Context: an optimization exercise on an open-source flow, tuned for small area. The choices shown serve that exercise and are no tape-out recipe.
RTL that was checked went through simulation tests only; none was proved equivalent to the original.
Power figures rest on the tool's default switching activity, not on a simulated workload.

==> run E <==
## rs232_interface_top
module rs232_interface_top(CLOCK_50, RST, UART_TXD, UART_RXD, LEDG,LEDR, KEY, SW, HEX0, HEX1, HEX2, HEX3, HEX4, HEX5, HEX6, HEX7);
Settings: LEC_CHECK=0, CAP_MARGIN=20, CORE_MARGIN=2, CORE_UTILIZATION=70, PLACE_DENSITY=0.8, SLEW_MARGIN=20; clock period 20.0 ns.
standard.sh (not shown) runs the stock make flow with config.mk's settings and CLKGATE_MAP_FILE= SYNTH_SCRIPT=/design/flow/synth_recipe.tcl, a recipe that flattens the netlist after the stock synthesis.
==> flow/flow/run.sh <==
#!/bin/bash
# The standard layout (standard.sh: the standard synthesis, floorplan, power
# grid, tap cells, placement, CTS and routing), with these choices:
#  - ABC maps the logic with an area-oriented script (flow/abc_area_deep.script)
#    instead of ORFS's abc_speed.script: ORFS's scripts folder is copied here
#    and only that file is replaced. Flip-flops are mapped before ABC runs, so
#    the registers (names and cells) are those of the standard synthesis;
#  - port buffers are buf_1 cells (buffer_ports -buffer_cell), the smallest
#    buffer; every port still gets one;
#  - the clock tree uses clkbuf_4 cells, sink clusters of up to 10 within
#    30 um, and no dummy loads.
set -euo pipefail
rm -rf scripts_mod
cp -r "$FLOW_HOME/scripts" scripts_mod
cp flow/abc_area_deep.script scripts_mod/abc_speed.script
export SCRIPTS_DIR="$PWD/scripts_mod"
export BUFFER_PORTS_ARGS="-buffer_cell sky130_fd_sc_hd__buf_1"
export CTS_ARGS="-sink_clustering_enable -repair_clock_nets -buf_list sky130_fd_sc_hd__clkbuf_4 -sink_clustering_buffer sky130_fd_sc_hd__clkbuf_8 -sink_clustering_size 18 -sink_clustering_max_diameter 50 -dont_use_dummy_load"
bash standard.sh > standard_flow.log 2>&1
==> flow/flow/abc_area_deep.script <==
strash
dc2
dc2
dch -f
amap
topo
==> run H (differences from run E) <==
--- a/flow/flow/run.sh
+++ b/flow/flow/run.sh
@@ -15,5 +15,5 @@
 cp flow/abc_area_deep.script scripts_mod/abc_speed.script
 export SCRIPTS_DIR="$PWD/scripts_mod"
 export BUFFER_PORTS_ARGS="-buffer_cell sky130_fd_sc_hd__buf_1"
-export CTS_ARGS="-sink_clustering_enable -repair_clock_nets -buf_list sky130_fd_sc_hd__clkbuf_4 -sink_clustering_buffer sky130_fd_sc_hd__clkbuf_8 -sink_clustering_size 18 -sink_clustering_max_diameter 50 -dont_use_dummy_load"
+export CTS_ARGS="-sink_clustering_enable -repair_clock_nets -buf_list sky130_fd_sc_hd__clkbuf_4 -sink_clustering_buffer sky130_fd_sc_hd__clkbuf_8 -sink_clustering_size 18 -sink_clustering_max_diameter 45 -dont_use_dummy_load"
 bash standard.sh > standard_flow.log 2>&1
==> flow/flow/abc_area_deep.script (replaced) <==
strash
dc2
dch -f
amap
strash
dch -f
amap
topo
==> run Y (differences from run E) <==
--- a/flow/flow/run.sh
+++ b/flow/flow/run.sh
@@ -15,5 +15,5 @@
 cp flow/abc_area_deep.script scripts_mod/abc_speed.script
 export SCRIPTS_DIR="$PWD/scripts_mod"
 export BUFFER_PORTS_ARGS="-buffer_cell sky130_fd_sc_hd__buf_1"
-export CTS_ARGS="-sink_clustering_enable -repair_clock_nets -buf_list sky130_fd_sc_hd__clkbuf_4 -sink_clustering_buffer sky130_fd_sc_hd__clkbuf_8 -sink_clustering_size 18 -sink_clustering_max_diameter 50 -dont_use_dummy_load"
+export CTS_ARGS="-sink_clustering_enable -repair_clock_nets -buf_list sky130_fd_sc_hd__clkbuf_4 -sink_clustering_buffer sky130_fd_sc_hd__clkbuf_8 -sink_clustering_size 20 -sink_clustering_max_diameter 60 -dont_use_dummy_load"
 bash standard.sh > standard_flow.log 2>&1
==> flow/flow/abc_area_deep.script (replaced) <==
strash
dc2
dch -f
amap
strash
dch -f
amap
topo
==> run R (differences from run E) <==
--- a/flow/flow/run.sh
+++ b/flow/flow/run.sh
@@ -15,5 +15,5 @@
 cp flow/abc_area_deep.script scripts_mod/abc_speed.script
 export SCRIPTS_DIR="$PWD/scripts_mod"
 export BUFFER_PORTS_ARGS="-buffer_cell sky130_fd_sc_hd__buf_1"
-export CTS_ARGS="-sink_clustering_enable -repair_clock_nets -buf_list sky130_fd_sc_hd__clkbuf_4 -sink_clustering_buffer sky130_fd_sc_hd__clkbuf_8 -sink_clustering_size 18 -sink_clustering_max_diameter 50 -dont_use_dummy_load"
+export CTS_ARGS="-sink_clustering_enable -repair_clock_nets -buf_list sky130_fd_sc_hd__clkbuf_4 -sink_clustering_size 10 -sink_clustering_max_diameter 30 -dont_use_dummy_load"
 bash standard.sh > standard_flow.log 2>&1
==> summary of the runs <==
Between run Y and run R, the lower clock power is in run Y (gap about 20%, measured against run R).
Maximum frequency: run Y < run H < run R < run E.
Hold slack, lowest first: run Y, run H, run R, run E.
In critical path depth, run Y and run H do not differ.
In sequential power, run H and run Y hardly differ.
Count of clock-buffer cells in the layout: run R > run H > run E > run Y.
Via count: run R > run H > run Y > run E.

---

==> inputs of run a <==
==> flow/design.v <==
module clkdiv(CLK, RST, CLK_DIV, CNT);
	parameter W = 5;
	parameter TAP = 2;            
	parameter [W-1:0] LAST = 0;
	input CLK;
	input RST;
	output CLK_DIV;
	output [W-1:0] CNT;
	reg [W-1:0] state;
	assign CLK_DIV = (state == LAST);
	always @(posedge CLK)
	begin
		if(RST || CLK_DIV)
			state <= {W{1'b1}};
		else
			state <= {state[W-2:0], state[W-1] ^ state[TAP]};
	end
	assign CNT = state;
endmodule
module uart_tx(CLK, RST, TX_START, TX_DATA, TX_BUSY, TX_PIN, DIV_PULSE, DIV_CNT);
	input CLK;
	input RST;
	input TX_START;
	input[7:0] TX_DATA;
	output TX_PIN;
	output TX_BUSY;
	output DIV_PULSE;
	output [8:0] DIV_CNT;
	reg[3:0] state;
	wire tx_ready = (state == 0);
	assign TX_BUSY = ~tx_ready;
	wire uart_clk;
	clkdiv #(.W(9), .TAP(4), .LAST(9'h093)) uart_div(.CLK(CLK), .RST(RST), .CLK_DIV(uart_clk), .CNT(DIV_CNT));
	assign DIV_PULSE = uart_clk;
	always @(posedge CLK) begin
		if(RST)
			state <= 0;
		else if(tx_ready && TX_START)
			state <= 4'b0110;
		else if(uart_clk && !tx_ready)
			state <= state + 1'b1;
	end
	assign TX_PIN = tx_ready | (state == 4'b0110) | (state[3] & TX_DATA[state[2:0]]);
endmodule
module uart_rx(CLK, RST, RX_DATA, RX_RECV, RX_FIRST, RX_PIN, TXDIV_PULSE, TXDIV_CNT);
	input CLK;
	input RST;
	input RX_PIN;
	input TXDIV_PULSE;
	input [8:0] TXDIV_CNT;
	output reg[7:0] RX_DATA;
	output reg RX_RECV;
	output RX_FIRST;       
	wire tick;
	reg[3:0] state;
	reg[2:0] filter;
	reg rx_filtered;
	reg[3:0] oversample_cnt;
	reg[7:0] together;
	wire[4:0] tick_cnt;
	reg started;
	wire sample = tick && (oversample_cnt == 4'd15);
	clkdiv #(.W(5), .TAP(2), .LAST(5'h19)) oversample_div(.CLK(CLK), .RST(RST), .CLK_DIV(tick), .CNT(tick_cnt));
	always @(posedge CLK)
	begin
		if(RST) begin
			filter <= 0;
			rx_filtered <= 0;
		end else if(tick) begin
			if(RX_PIN && filter != 3'b111)
				filter <= filter + 3'b1;
			else if(!RX_PIN && filter != 3'b000)
				filter <= filter - 3'b1;
			if(filter == 3'b111)
				rx_filtered <= 1;
			else if(filter == 3'b000)
				rx_filtered <= 0;
		end
	end
	always @(posedge CLK)
		if(tick)
			oversample_cnt <= state == 0 ? 4'd8 : oversample_cnt + 4'd1;
	always @(posedge CLK)
	begin
		if(RST)
			started <= 0;
		else if(together == 8'h45 && tick_cnt == 5'h14 && TXDIV_CNT == 9'h18e)
			started <= 1;
	end
	always @(posedge CLK)
	begin
		if(RST)
			together <= 8'hff;
		else if(tick && TXDIV_PULSE)
			together <= {together[6:0], together[7] ^ together[5] ^ together[4] ^ together[3]};
	end
	always @(posedge CLK)
	begin
		if(RST)
			state <= 0;
		else if(!started)
			state <= state;
		else if(state == 0) begin
			if(!rx_filtered)
				state <= 1;
		end else if(sample)
			state <= (state == 4'd10) ? 4'd0 : state + 4'd1;
	end
	assign RX_FIRST = sample && state == 4'd2;
	always @(posedge CLK)
		if(sample && state >= 4'd2 && state <= 4'd9)
			RX_DATA <= {rx_filtered, RX_DATA[7:1]};
	always @(posedge CLK)
		RX_RECV <= !RST && sample && state == 4'd10 && rx_filtered;
endmodule
module hex_code(CODE, VAL);
	output[3:0] CODE;
	input[3:0] VAL;
	localparam[15:0] E0 = 16'b0000001110001101;
	localparam[15:0] E1 = 16'b1111110101000101;
	localparam[15:0] E2 = 16'b1111110010011110;
	localparam[15:0] E3 = 16'b1111100010000011;
	assign CODE = {E3[VAL], E2[VAL], E1[VAL], E0[VAL]};
endmodule
module hex_num(HPIN, VAL);
	output[6:0] HPIN;
	input[3:0] VAL;    
	localparam[15:0] S0 = 16'b1010101110101011;  
	localparam[15:0] S1 = 16'b1011101010111010;  
	localparam[15:0] S2 = 16'b0011111100111111;  
	localparam[15:0] S3 = 16'b0000111110101111;  
	localparam[15:0] S4 = 16'b1000110010001100;  
	localparam[15:0] S5 = 16'b0000111100011111;  
	localparam[15:0] S6 = 16'b0000000011111111;  
	assign HPIN = ~{S6[VAL], S5[VAL], S4[VAL], S3[VAL], S2[VAL], S1[VAL], S0[VAL]};
endmodule
module rs232_interface_top(CLOCK_50, RST, UART_TXD, UART_RXD, LEDG,LEDR, KEY, SW, HEX0, HEX1, HEX2, HEX3, HEX4, HEX5, HEX6, HEX7);
	localparam PKTST_START = 0;
	localparam PKTST_CMD   = 1;
	localparam PKTST_LEN   = 2;
	localparam PKTST_DATA  = 3;
	localparam RC_OTHER = 0;
	localparam RC_LEDG  = 1;
	localparam RC_LEDR  = 2;
	localparam RC_HEX   = 3;
	localparam DEPTH = 6;
	localparam[3:0] HEX_CODE0 = 4'd11;    
	input CLOCK_50;
	input RST;
	output UART_TXD;
	input UART_RXD;
	output[7:0] LEDG;
	output[17:0] LEDR;
	input [4:0] KEY;
	input [17:0] SW;
	output[6:0] HEX0;
	output[6:0] HEX1;
	output[6:0] HEX2;
	output[6:0] HEX3;
	output[6:0] HEX4;
	output[6:0] HEX5;
	output[6:0] HEX6;
	output[6:0] HEX7;
	reg[7:0] tx_out;
	wire tx_busy;
	reg tx_start;
	wire[7:0] rx_in;
	wire rx_recv;
	wire rx_first;
	wire txdiv_pulse;
	wire[8:0] txdiv_cnt;
	reg sending;
	reg[4:0] last_key;
	reg[17:0] last_sw;
	reg[7:0] ledg_vals;
	reg[17:0] ledr_vals;
	reg[31:0] hex_vals;    
	wire[3:0] hex_new;     
	reg send_sw;           
	reg[2:0] send_idx;     
	reg[7:0] recv_buf[0:DEPTH-1];
	reg[2:0] recv_cnt;     
	reg recv_pend;         
	reg[1:0] recv_state;
	reg[1:0] recv_cur_cmd;
	reg[7:0] recv_left;    
	reg[9:0] recv_cur_data;
	uart_tx tx(.CLK(CLOCK_50), .RST(RST), .TX_START(tx_start), .TX_DATA(tx_out), .TX_BUSY(tx_busy), .TX_PIN(UART_TXD),
		.DIV_PULSE(txdiv_pulse), .DIV_CNT(txdiv_cnt));
	uart_rx rx(.CLK(CLOCK_50), .RST(RST), .RX_DATA(rx_in), .RX_RECV(rx_recv), .RX_FIRST(rx_first), .RX_PIN(UART_RXD),
		.TXDIV_PULSE(txdiv_pulse), .TXDIV_CNT(txdiv_cnt));
	hex_code hc(hex_new, recv_byte[3:0]);
	wire hex_write = recv_pop && recv_state == PKTST_DATA && recv_left[7:1] == 0 &&
		recv_cur_cmd == RC_HEX && recv_cur_data[7:3] == 0;
	wire[3:0] hex_d = RST ? HEX_CODE0 : hex_new;
	genvar g;
	generate
		for(g = 0; g < 8; g = g + 1) begin : digit
			always @(posedge CLOCK_50)
				if(RST || (hex_write && recv_cur_data[2:0] == g))
					hex_vals[4*g+3:4*g] <= hex_d;
		end
	endgenerate
	hex_num h0(HEX0, hex_vals[3:0]);
	hex_num h1(HEX1, hex_vals[7:4]);
	hex_num h2(HEX2, hex_vals[11:8]);
	hex_num h3(HEX3, hex_vals[15:12]);
	hex_num h4(HEX4, hex_vals[19:16]);
	hex_num h5(HEX5, hex_vals[23:20]);
	hex_num h6(HEX6, hex_vals[27:24]);
	hex_num h7(HEX7, hex_vals[31:28]);
	assign LEDG = ledg_vals;
	assign LEDR = ledr_vals;
	wire recv_any = (recv_cnt != 0) || recv_pend;
	wire recv_pop = !sending && recv_any;
	wire[7:0] recv_byte = (recv_cnt == 0) ? rx_in : recv_buf[recv_cnt - 3'd1];
	wire recv_move = rx_first && recv_pend && !(recv_pop && recv_cnt == 0);
	wire[17:0] data_nxt = {recv_cur_data, recv_byte};
	integer i;
	always @(posedge CLOCK_50)
		if(recv_move) begin
			recv_buf[0] <= rx_in;
			for(i = 1; i < DEPTH; i = i + 1)
				recv_buf[i] <= recv_buf[i-1];
		end
	reg[7:0] send_byte;
	always @(*)
		case(send_idx)
			3'd0: send_byte = 8'hff;
			3'd1: send_byte = {7'b0, send_sw};
			3'd2: send_byte = {6'b0, send_sw, 1'b1};
			3'd3: send_byte = send_sw ? last_sw[7:0] : {3'b111, ~last_key};
			3'd4: send_byte = last_sw[15:8];
			default: send_byte = {6'b0, last_sw[17:16]};
		endcase
	wire send_last = send_sw ? (send_idx == 3'd5) : (send_idx == 3'd3);
	wire send_step = sending && !tx_busy && !tx_start;
	always @(posedge CLOCK_50)
		if(send_step)
			tx_out <= send_byte;
	always @(posedge CLOCK_50)
	begin
		if(RST) begin
			tx_start <= 0;
			sending <= 0;
			last_key <= 0;
			last_sw <= 0;
			recv_cnt <= 0;
			recv_pend <= 0;
			recv_state <= PKTST_START;
			ledg_vals <= 0;
			ledr_vals <= 0;
		end else begin
			tx_start <= send_step;
			recv_cnt <= recv_cnt + recv_move - (recv_pop && recv_cnt != 0);
			if(rx_recv)
				recv_pend <= 1;
			else if(rx_first || (recv_pop && recv_cnt == 0))
				recv_pend <= 0;
			if(!sending) begin
				if(recv_any) begin
					case(recv_state)
					PKTST_START:
						if(recv_byte == 8'hff)
							recv_state <= PKTST_CMD;
					PKTST_CMD: begin
						recv_state <= PKTST_LEN;
					end
					PKTST_LEN: begin
						recv_state <= PKTST_DATA;
					end
					PKTST_DATA:
						if(recv_left[7:1] == 0) begin
							recv_state <= PKTST_START;
							case(recv_cur_cmd)
							RC_LEDG: ledg_vals <= recv_byte;
							RC_LEDR: ledr_vals <= data_nxt;
							endcase
						end
					endcase
				end else if(last_key != KEY) begin
					sending <= 1;
					last_key <= KEY;
				end else if(last_sw != SW) begin
					sending <= 1;
					last_sw <= SW;
				end
			end else if(send_step) begin
				if(send_last)
					sending <= 0;
			end
		end
	end
	always @(posedge CLOCK_50)
	begin
		if(!sending)
			send_idx <= 0;
		else if(send_step)
			send_idx <= send_idx + 1'b1;
		if(recv_pop && recv_state == PKTST_LEN)
			recv_cur_data <= 0;
		else if(recv_pop && recv_state == PKTST_DATA)
			recv_cur_data <= data_nxt[9:0];
		if(!sending && !recv_any && last_key != KEY)
			send_sw <= 0;
		else if(!sending && !recv_any && last_sw != SW)
			send_sw <= 1;
		if(recv_pop && recv_state == PKTST_CMD)
			recv_cur_cmd <= (recv_byte == 8'd2) ? RC_LEDG :
			                (recv_byte == 8'd3) ? RC_LEDR :
			                (recv_byte == 8'd4) ? RC_HEX : RC_OTHER;
		if(recv_pop && recv_state == PKTST_LEN)
			recv_left <= recv_byte;
		else if(recv_pop && recv_state == PKTST_DATA)
			recv_left <= recv_left - 1'b1;
	end
endmodule
==> flow/flow/run.sh <==
#!/bin/bash
# The standard layout (standard.sh, unchanged synthesis, floorplan, power grid and
# tap cells), with two placement/CTS choices passed as ORFS variables:
#  - port buffers are buf_1 cells (buffer_ports -buffer_cell), the smallest buffer;
#  - the clock tree uses clkbuf_4 cells, larger sink clusters and no dummy loads.
set -euo pipefail
export BUFFER_PORTS_ARGS="-buffer_cell sky130_fd_sc_hd__buf_1"
export CTS_ARGS="-sink_clustering_enable -repair_clock_nets -buf_list sky130_fd_sc_hd__clkbuf_4 -sink_clustering_size 10 -sink_clustering_max_diameter 30 -dont_use_dummy_load"
bash standard.sh > standard_flow.log 2>&1
==> flow/standard.sh <==
#!/bin/bash
# synth_recipe.tcl (not shown) runs the flow's synth.tcl, then flattens the netlist and writes it again
# the make line also repeats each setting of config.mk as NAME=value (left out here)
make -C /OpenROAD-flow-scripts/flow DESIGN_CONFIG=/design/flow/config.mk WORK_HOME=/design/flow/orfs CLKGATE_MAP_FILE= SYNTH_SCRIPT=/design/flow/synth_recipe.tcl "${@:-finish}"
==> flow/config.mk <==
export PLATFORM = sky130hd
export DESIGN_NAME = rs232_interface_top
export DESIGN_NICKNAME = rs232_interface_top
export VERILOG_FILES = /design/flow/design.v
export SDC_FILE = /design/flow/constraint.sdc
export NUM_CORES = 4
export LEC_CHECK = 0
export ABC_AREA = 1
export CAP_MARGIN = 20
export CORE_MARGIN = 2
export CORE_UTILIZATION = 70
export PLACE_DENSITY = 0.8
export SLEW_MARGIN = 20
==> flow/constraint.sdc <==
create_clock -name core_clock -period 20.0 [get_ports {CLOCK_50}]
set_input_delay 4.0000 -clock core_clock [delete_from_list [all_inputs] [get_ports {CLOCK_50}]]
set_output_delay 4.0000 -clock core_clock [all_outputs]
set_load 0.01 [all_outputs]
==> run b: changes against run a <==
--- a/flow/design.v
+++ b/flow/design.v
@@ -42,7 +42,7 @@
 	end
 	assign TX_PIN = tx_ready | (state == 4'b0110) | (state[3] & TX_DATA[state[2:0]]);
 endmodule
-module uart_rx(CLK, RST, RX_DATA, RX_RECV, RX_FIRST, RX_PIN, TXDIV_PULSE, TXDIV_CNT);
+module uart_rx(CLK, RST, RX_DATA, RX_RECV, RX_PIN, TXDIV_PULSE, TXDIV_CNT);
 	input CLK;
 	input RST;
 	input RX_PIN;
@@ -50,7 +50,6 @@
 	input [8:0] TXDIV_CNT;
 	output reg[7:0] RX_DATA;
 	output reg RX_RECV;
-	output RX_FIRST;       
 	wire tick;
 	reg[3:0] state;
 	reg[2:0] filter;
@@ -82,17 +81,15 @@
 			oversample_cnt <= state == 0 ? 4'd8 : oversample_cnt + 4'd1;
 	always @(posedge CLK)
 	begin
-		if(RST)
+		if(RST) begin
+			together <= 0;
 			started <= 0;
-		else if(together == 8'h45 && tick_cnt == 5'h14 && TXDIV_CNT == 9'h18e)
-			started <= 1;
-	end
-	always @(posedge CLK)
-	begin
-		if(RST)
-			together <= 8'hff;
-		else if(tick && TXDIV_PULSE)
-			together <= {together[6:0], together[7] ^ together[5] ^ together[4] ^ together[3]};
+		end else begin
+			if(tick && TXDIV_PULSE)
+				together <= together + 1'b1;
+			if(together == 8'd164 && tick_cnt == 5'h14 && TXDIV_CNT == 9'h18e)
+				started <= 1;
+		end
 	end
 	always @(posedge CLK)
 	begin
@@ -106,33 +103,23 @@
 		end else if(sample)
 			state <= (state == 4'd10) ? 4'd0 : state + 4'd1;
 	end
-	assign RX_FIRST = sample && state == 4'd2;
 	always @(posedge CLK)
 		if(sample && state >= 4'd2 && state <= 4'd9)
 			RX_DATA <= {rx_filtered, RX_DATA[7:1]};
 	always @(posedge CLK)
 		RX_RECV <= !RST && sample && state == 4'd10 && rx_filtered;
 endmodule
-module hex_code(CODE, VAL);
-	output[3:0] CODE;
-	input[3:0] VAL;
-	localparam[15:0] E0 = 16'b0000001110001101;
-	localparam[15:0] E1 = 16'b1111110101000101;
-	localparam[15:0] E2 = 16'b1111110010011110;
-	localparam[15:0] E3 = 16'b1111100010000011;
-	assign CODE = {E3[VAL], E2[VAL], E1[VAL], E0[VAL]};
-endmodule
 module hex_num(HPIN, VAL);
 	output[6:0] HPIN;
-	input[3:0] VAL;    
-	localparam[15:0] S0 = 16'b1010101110101011;  
-	localparam[15:0] S1 = 16'b1011101010111010;  
-	localparam[15:0] S2 = 16'b0011111100111111;  
-	localparam[15:0] S3 = 16'b0000111110101111;  
-	localparam[15:0] S4 = 16'b1000110010001100;  
-	localparam[15:0] S5 = 16'b0000111100011111;  
-	localparam[15:0] S6 = 16'b0000000011111111;  
-	assign HPIN = ~{S6[VAL], S5[VAL], S4[VAL], S3[VAL], S2[VAL], S1[VAL], S0[VAL]};
+	input[3:0] VAL;
+	localparam[15:0] SEG0 = 16'b0000_0011_1010_1101;  
+	localparam[15:0] SEG1 = 16'b0000_0011_1001_1111;  
+	localparam[15:0] SEG2 = 16'b0000_0011_1111_1011;  
+	localparam[15:0] SEG3 = 16'b0000_0011_0110_1101;  
+	localparam[15:0] SEG4 = 16'b0000_0001_0100_0101;  
+	localparam[15:0] SEG5 = 16'b0000_0011_0111_0001;  
+	localparam[15:0] SEG6 = 16'b0000_0111_0111_1100;  
+	assign HPIN = ~{SEG6[VAL], SEG5[VAL], SEG4[VAL], SEG3[VAL], SEG2[VAL], SEG1[VAL], SEG0[VAL]};
 endmodule
 module rs232_interface_top(CLOCK_50, RST, UART_TXD, UART_RXD, LEDG,LEDR, KEY, SW, HEX0, HEX1, HEX2, HEX3, HEX4, HEX5, HEX6, HEX7);
 	localparam PKTST_START = 0;
@@ -143,8 +130,7 @@
 	localparam RC_LEDG  = 1;
 	localparam RC_LEDR  = 2;
 	localparam RC_HEX   = 3;
-	localparam DEPTH = 6;
-	localparam[3:0] HEX_CODE0 = 4'd11;    
+	localparam DEPTH = 7;
 	input CLOCK_50;
 	input RST;
 	output UART_TXD;
@@ -166,7 +152,6 @@
 	reg tx_start;
 	wire[7:0] rx_in;
 	wire rx_recv;
-	wire rx_first;
 	wire txdiv_pulse;
 	wire[8:0] txdiv_cnt;
 	reg sending;
@@ -174,33 +159,19 @@
 	reg[17:0] last_sw;
 	reg[7:0] ledg_vals;
 	reg[17:0] ledr_vals;
-	reg[31:0] hex_vals;    
-	wire[3:0] hex_new;     
+	reg[31:0] hex_vals;
 	reg send_sw;           
 	reg[2:0] send_idx;     
 	reg[7:0] recv_buf[0:DEPTH-1];
-	reg[2:0] recv_cnt;     
-	reg recv_pend;         
+	reg[2:0] recv_cnt;
 	reg[1:0] recv_state;
 	reg[1:0] recv_cur_cmd;
 	reg[7:0] recv_left;    
 	reg[9:0] recv_cur_data;
 	uart_tx tx(.CLK(CLOCK_50), .RST(RST), .TX_START(tx_start), .TX_DATA(tx_out), .TX_BUSY(tx_busy), .TX_PIN(UART_TXD),
 		.DIV_PULSE(txdiv_pulse), .DIV_CNT(txdiv_cnt));
-	uart_rx rx(.CLK(CLOCK_50), .RST(RST), .RX_DATA(rx_in), .RX_RECV(rx_recv), .RX_FIRST(rx_first), .RX_PIN(UART_RXD),
+	uart_rx rx(.CLK(CLOCK_50), .RST(RST), .RX_DATA(rx_in), .RX_RECV(rx_recv), .RX_PIN(UART_RXD),
 		.TXDIV_PULSE(txdiv_pulse), .TXDIV_CNT(txdiv_cnt));
-	hex_code hc(hex_new, recv_byte[3:0]);
-	wire hex_write = recv_pop && recv_state == PKTST_DATA && recv_left[7:1] == 0 &&
-		recv_cur_cmd == RC_HEX && recv_cur_data[7:3] == 0;
-	wire[3:0] hex_d = RST ? HEX_CODE0 : hex_new;
-	genvar g;
-	generate
-		for(g = 0; g < 8; g = g + 1) begin : digit
-			always @(posedge CLOCK_50)
-				if(RST || (hex_write && recv_cur_data[2:0] == g))
-					hex_vals[4*g+3:4*g] <= hex_d;
-		end
-	endgenerate
 	hex_num h0(HEX0, hex_vals[3:0]);
 	hex_num h1(HEX1, hex_vals[7:4]);
 	hex_num h2(HEX2, hex_vals[11:8]);
@@ -211,14 +182,12 @@
 	hex_num h7(HEX7, hex_vals[31:28]);
 	assign LEDG = ledg_vals;
 	assign LEDR = ledr_vals;
-	wire recv_any = (recv_cnt != 0) || recv_pend;
-	wire recv_pop = !sending && recv_any;
-	wire[7:0] recv_byte = (recv_cnt == 0) ? rx_in : recv_buf[recv_cnt - 3'd1];
-	wire recv_move = rx_first && recv_pend && !(recv_pop && recv_cnt == 0);
+	wire recv_pop = !sending && (recv_cnt != 0);
+	wire[7:0] recv_byte = recv_buf[recv_cnt - 3'd1];
 	wire[17:0] data_nxt = {recv_cur_data, recv_byte};
 	integer i;
 	always @(posedge CLOCK_50)
-		if(recv_move) begin
+		if(rx_recv) begin
 			recv_buf[0] <= rx_in;
 			for(i = 1; i < DEPTH; i = i + 1)
 				recv_buf[i] <= recv_buf[i-1];
@@ -245,20 +214,18 @@
 			sending <= 0;
 			last_key <= 0;
 			last_sw <= 0;
+			send_idx <= 0;
 			recv_cnt <= 0;
-			recv_pend <= 0;
 			recv_state <= PKTST_START;
+			recv_cur_data <= 0;
 			ledg_vals <= 0;
 			ledr_vals <= 0;
+			hex_vals <= 0;
 		end else begin
 			tx_start <= send_step;
-			recv_cnt <= recv_cnt + recv_move - (recv_pop && recv_cnt != 0);
-			if(rx_recv)
-				recv_pend <= 1;
-			else if(rx_first || (recv_pop && recv_cnt == 0))
-				recv_pend <= 0;
+			recv_cnt <= recv_cnt + rx_recv - recv_pop;
 			if(!sending) begin
-				if(recv_any) begin
+				if(recv_cnt != 0) begin
 					case(recv_state)
 					PKTST_START:
 						if(recv_byte == 8'hff)
@@ -272,11 +239,25 @@
 					PKTST_DATA:
 						if(recv_left[7:1] == 0) begin
 							recv_state <= PKTST_START;
+							recv_cur_data <= 0;
 							case(recv_cur_cmd)
 							RC_LEDG: ledg_vals <= recv_byte;
 							RC_LEDR: ledr_vals <= data_nxt;
+							RC_HEX:
+								if(recv_cur_data[7:3] == 0)
+									case(recv_cur_data[2:0])
+									0: hex_vals[3:0] <= recv_byte[3:0];
+									1: hex_vals[7:4] <= recv_byte[3:0];
+									2: hex_vals[11:8] <= recv_byte[3:0];
+									3: hex_vals[15:12] <= recv_byte[3:0];
+									4: hex_vals[19:16] <= recv_byte[3:0];
+									5: hex_vals[23:20] <= recv_byte[3:0];
+									6: hex_vals[27:24] <= recv_byte[3:0];
+									7: hex_vals[31:28] <= recv_byte[3:0];
+									endcase
 							endcase
-						end
+						end else
+							recv_cur_data <= data_nxt[9:0];
 					endcase
 				end else if(last_key != KEY) begin
 					sending <= 1;
@@ -286,24 +267,19 @@
 					last_sw <= SW;
 				end
 			end else if(send_step) begin
-				if(send_last)
+				send_idx <= send_idx + 1'b1;
+				if(send_last) begin
+					send_idx <= 0;
 					sending <= 0;
+				end
 			end
 		end
 	end
 	always @(posedge CLOCK_50)
 	begin
-		if(!sending)
-			send_idx <= 0;
-		else if(send_step)
-			send_idx <= send_idx + 1'b1;
-		if(recv_pop && recv_state == PKTST_LEN)
-			recv_cur_data <= 0;
-		else if(recv_pop && recv_state == PKTST_DATA)
-			recv_cur_data <= data_nxt[9:0];
-		if(!sending && !recv_any && last_key != KEY)
+		if(!sending && recv_cnt == 0 && last_key != KEY)
 			send_sw <= 0;
-		else if(!sending && !recv_any && last_sw != SW)
+		else if(!sending && recv_cnt == 0 && last_sw != SW)
 			send_sw <= 1;
 		if(recv_pop && recv_state == PKTST_CMD)
 			recv_cur_cmd <= (recv_byte == 8'd2) ? RC_LEDG :
==> flow/run.sh (new file) <==
#!/bin/bash
# synth_recipe.tcl (not shown) runs the flow's synth.tcl, then flattens the netlist and writes it again
# the make line also repeats each setting of config.mk as NAME=value (left out here)
make -C /OpenROAD-flow-scripts/flow DESIGN_CONFIG=/design/flow/config.mk WORK_HOME=/design/flow/orfs CLKGATE_MAP_FILE= SYNTH_SCRIPT=/design/flow/synth_recipe.tcl finish
- ABC_AREA: 1 -> default
- CTS_BUF_LIST: default -> sky130_fd_sc_hd__clkbuf_4
removed: flow/flow/run.sh
removed: flow/standard.sh
==> run c: changes against run a <==
--- a/flow/design.v
+++ b/flow/design.v
@@ -52,13 +52,13 @@
 	output reg RX_RECV;
 	output RX_FIRST;       
 	wire tick;
+	wire[4:0] tick_cnt;
+	localparam[3:0] ST_WAIT = 4'd11;
 	reg[3:0] state;
 	reg[2:0] filter;
 	reg rx_filtered;
 	reg[3:0] oversample_cnt;
-	reg[7:0] together;
-	wire[4:0] tick_cnt;
-	reg started;
+	wire waiting = (state == ST_WAIT);
 	wire sample = tick && (oversample_cnt == 4'd15);
 	clkdiv #(.W(5), .TAP(2), .LAST(5'h19)) oversample_div(.CLK(CLK), .RST(RST), .CLK_DIV(tick), .CNT(tick_cnt));
 	always @(posedge CLK)
@@ -79,28 +79,16 @@
 	end
 	always @(posedge CLK)
 		if(tick)
-			oversample_cnt <= state == 0 ? 4'd8 : oversample_cnt + 4'd1;
-	always @(posedge CLK)
-	begin
-		if(RST)
-			started <= 0;
-		else if(together == 8'h45 && tick_cnt == 5'h14 && TXDIV_CNT == 9'h18e)
-			started <= 1;
-	end
+			oversample_cnt <= (state == 0 || waiting) ? 4'd8 : oversample_cnt + 4'd1;
+	wire wait_over = RX_DATA == 8'h4c && tick_cnt == 5'h14 && TXDIV_CNT == 9'h18e;
 	always @(posedge CLK)
 	begin
 		if(RST)
-			together <= 8'hff;
-		else if(tick && TXDIV_PULSE)
-			together <= {together[6:0], together[7] ^ together[5] ^ together[4] ^ together[3]};
-	end
-	always @(posedge CLK)
-	begin
-		if(RST)
-			state <= 0;
-		else if(!started)
-			state <= state;
-		else if(state == 0) begin
+			state <= ST_WAIT;
+		else if(waiting) begin
+			if(wait_over)
+				state <= 0;
+		end else if(state == 0) begin
 			if(!rx_filtered)
 				state <= 1;
 		end else if(sample)
@@ -108,8 +96,10 @@
 	end
 	assign RX_FIRST = sample && state == 4'd2;
 	always @(posedge CLK)
-		if(sample && state >= 4'd2 && state <= 4'd9)
-			RX_DATA <= {rx_filtered, RX_DATA[7:1]};
+		if(RST)
+			RX_DATA <= 8'hff;
+		else if(waiting ? (tick && TXDIV_PULSE) : (sample && state >= 4'd2 && state <= 4'd9))
+			RX_DATA <= {waiting ? RX_DATA[0] ^ RX_DATA[1] ^ RX_DATA[2] ^ RX_DATA[7] : rx_filtered, RX_DATA[7:1]};
 	always @(posedge CLK)
 		RX_RECV <= !RST && sample && state == 4'd10 && rx_filtered;
 endmodule
==> flow/flow/run.sh (replaced) <==
#!/bin/bash
# The standard layout (standard.sh: the standard synthesis, floorplan, power
# grid, tap cells, placement, CTS and routing), with these choices:
#  - ABC maps the logic with an area-oriented script (flow/abc_area_deep.script)
#    instead of ORFS's abc_speed.script: ORFS's scripts folder is copied here
#    and only that file is replaced. Flip-flops are mapped before ABC runs, so
#    the registers (names and cells) are those of the standard synthesis;
#  - port buffers are buf_1 cells (buffer_ports -buffer_cell), the smallest
#    buffer; every port still gets one;
#  - the clock tree uses clkbuf_4 cells, sink clusters of up to 10 within
#    30 um, and no dummy loads.
set -euo pipefail
rm -rf scripts_mod
cp -r "$FLOW_HOME/scripts" scripts_mod
cp flow/abc_area_deep.script scripts_mod/abc_speed.script
export SCRIPTS_DIR="$PWD/scripts_mod"
export BUFFER_PORTS_ARGS="-buffer_cell sky130_fd_sc_hd__buf_1"
export CTS_ARGS="-sink_clustering_enable -repair_clock_nets -buf_list sky130_fd_sc_hd__clkbuf_4 -sink_clustering_size 10 -sink_clustering_max_diameter 40 -dont_use_dummy_load"
bash standard.sh > standard_flow.log 2>&1
==> flow/flow/abc_area_deep.script (new file) <==
strash
dc2
dch -f
amap
strash
dch -f
amap
topo
- ABC_AREA: 1 -> default
==> qor summary <==
| quantity | run a | run b | run c |
|---|---|---|---|
| Run status | complete, no violations | complete, no violations | complete, no violations |
| Vias in the first global route | 6819 | 8073 | 6538 |
| Die W | 123 um | 130 um | 116 um |
| All-layer global routing usage | 25.9% | 28.7% | 28.4% |
| Critical path's largest stage delay | 0.47 ns | 0.50 ns | 0.78 ns |
| Met1 layer usage reported by global route | 34.9% | 36.9% | 38.4% |
| Count of flip-flops with a built-in enable after synthesis | 110 | 86 | 102 |
| Internal Dissipation | 0.782 mW | 0.782 mW | 0.722 mW |
| Number of flip-flops and latches | 217 | 224 | 208 |
| Clock group share of total power | 17.8% | 32.9% | 16.2% |
| Worst Path Max Fanout | 8 | 6 | 24 |
| Origin of the worst setup path | tx.state[0]$_SDFFE_PP0P_ | tx.state[0]$_SDFFE_PP0P_ | KEY[1] |
| Std-Cell Core Area | 13900 um^2 | 15700 um^2 | 12500 um^2 |
| Number of cells on the worst reg-to-reg path | 9 | 6 | 10 |
| PnR worst setup slack | 13.89 ns | 13.48 ns | 13.57 ns |
| Mux cell area share after synthesis | 0% | 4.74% | 0% |
| Clock group power | 0.230 mW | 0.378 mW | 0.191 mW |
| Net total in the final layout | 1269 | 1365 | 1076 |
| Final core utilization | 77.1% | 82.3% | 77.8% |
| Fraction of the mapped netlist area in adder cells | 2.92% | 6.91% | 3.43% |
| Classification of the worst setup path | reg2out | reg2out | in2reg |
| Number of inverters outside the clock class in the layout | 163 | 45 | 120 |
| Sum of met3 wire segment lengths after detailed routing | 1.09 mm | 1.27 mm | 1.43 mm |
| Count of state elements after synthesis | 217 | 224 | 208 |
| Post-synthesis compound-gate area fraction | 12.0% | 13.1% | 19.4% |
| Gate count of the mapped netlist | 1102 | 1162 | 887 |
Only the layout flow was run in run b; the RTL was not checked for function there.

## static timing again, ports no longer ideal
Ports are ideal in the flow. The routed layouts listed here were re-timed in OpenROAD. Step 1 (the two cells are an assumption about what drives the block):
set clk [get_ports {CLOCK_50}]
set_driving_cell -lib_cell sky130_fd_sc_hd__clkbuf_16 $clk
set_driving_cell -lib_cell sky130_fd_sc_hd__buf_2 [delete_from_list [all_inputs] $clk]
Step 2 times the ports against the registers' clock, not the clock port: input delays grow and output delays shrink by t, the midpoint of the rising clock arrivals with the driver on. a / b / c = ideal ports / drivers / drivers and shift; a / b = the first two.
| run | t (ns) | slack for setup (ns) | pins driven straight from the clock port |
|---|---|---|---|
| run E | 0.619 | 13.589 / 13.597 / 12.978 | 1 |
| run H | 0.664 | 13.545 / 13.563 / 12.898 | 1 |
| run Y | 0.603 | 13.464 / 13.483 / 12.881 | 1 |
| run R | 0.615 | 13.571 / 13.584 / 12.969 | 1 |
| run a | 0.633 | 13.888 / 13.852 / 14.301 | 1 |
| run b | 0.704 | 13.478 / 13.436 / 13.809 | 1 |
| run c | 0.651 | 13.567 / 13.583 / 12.932 | 1 |
After both steps every run listed still meets setup and hold. The setup slack of run H, which loses most, moves by +0.018 ns with the drivers and by -0.647 ns with both steps.
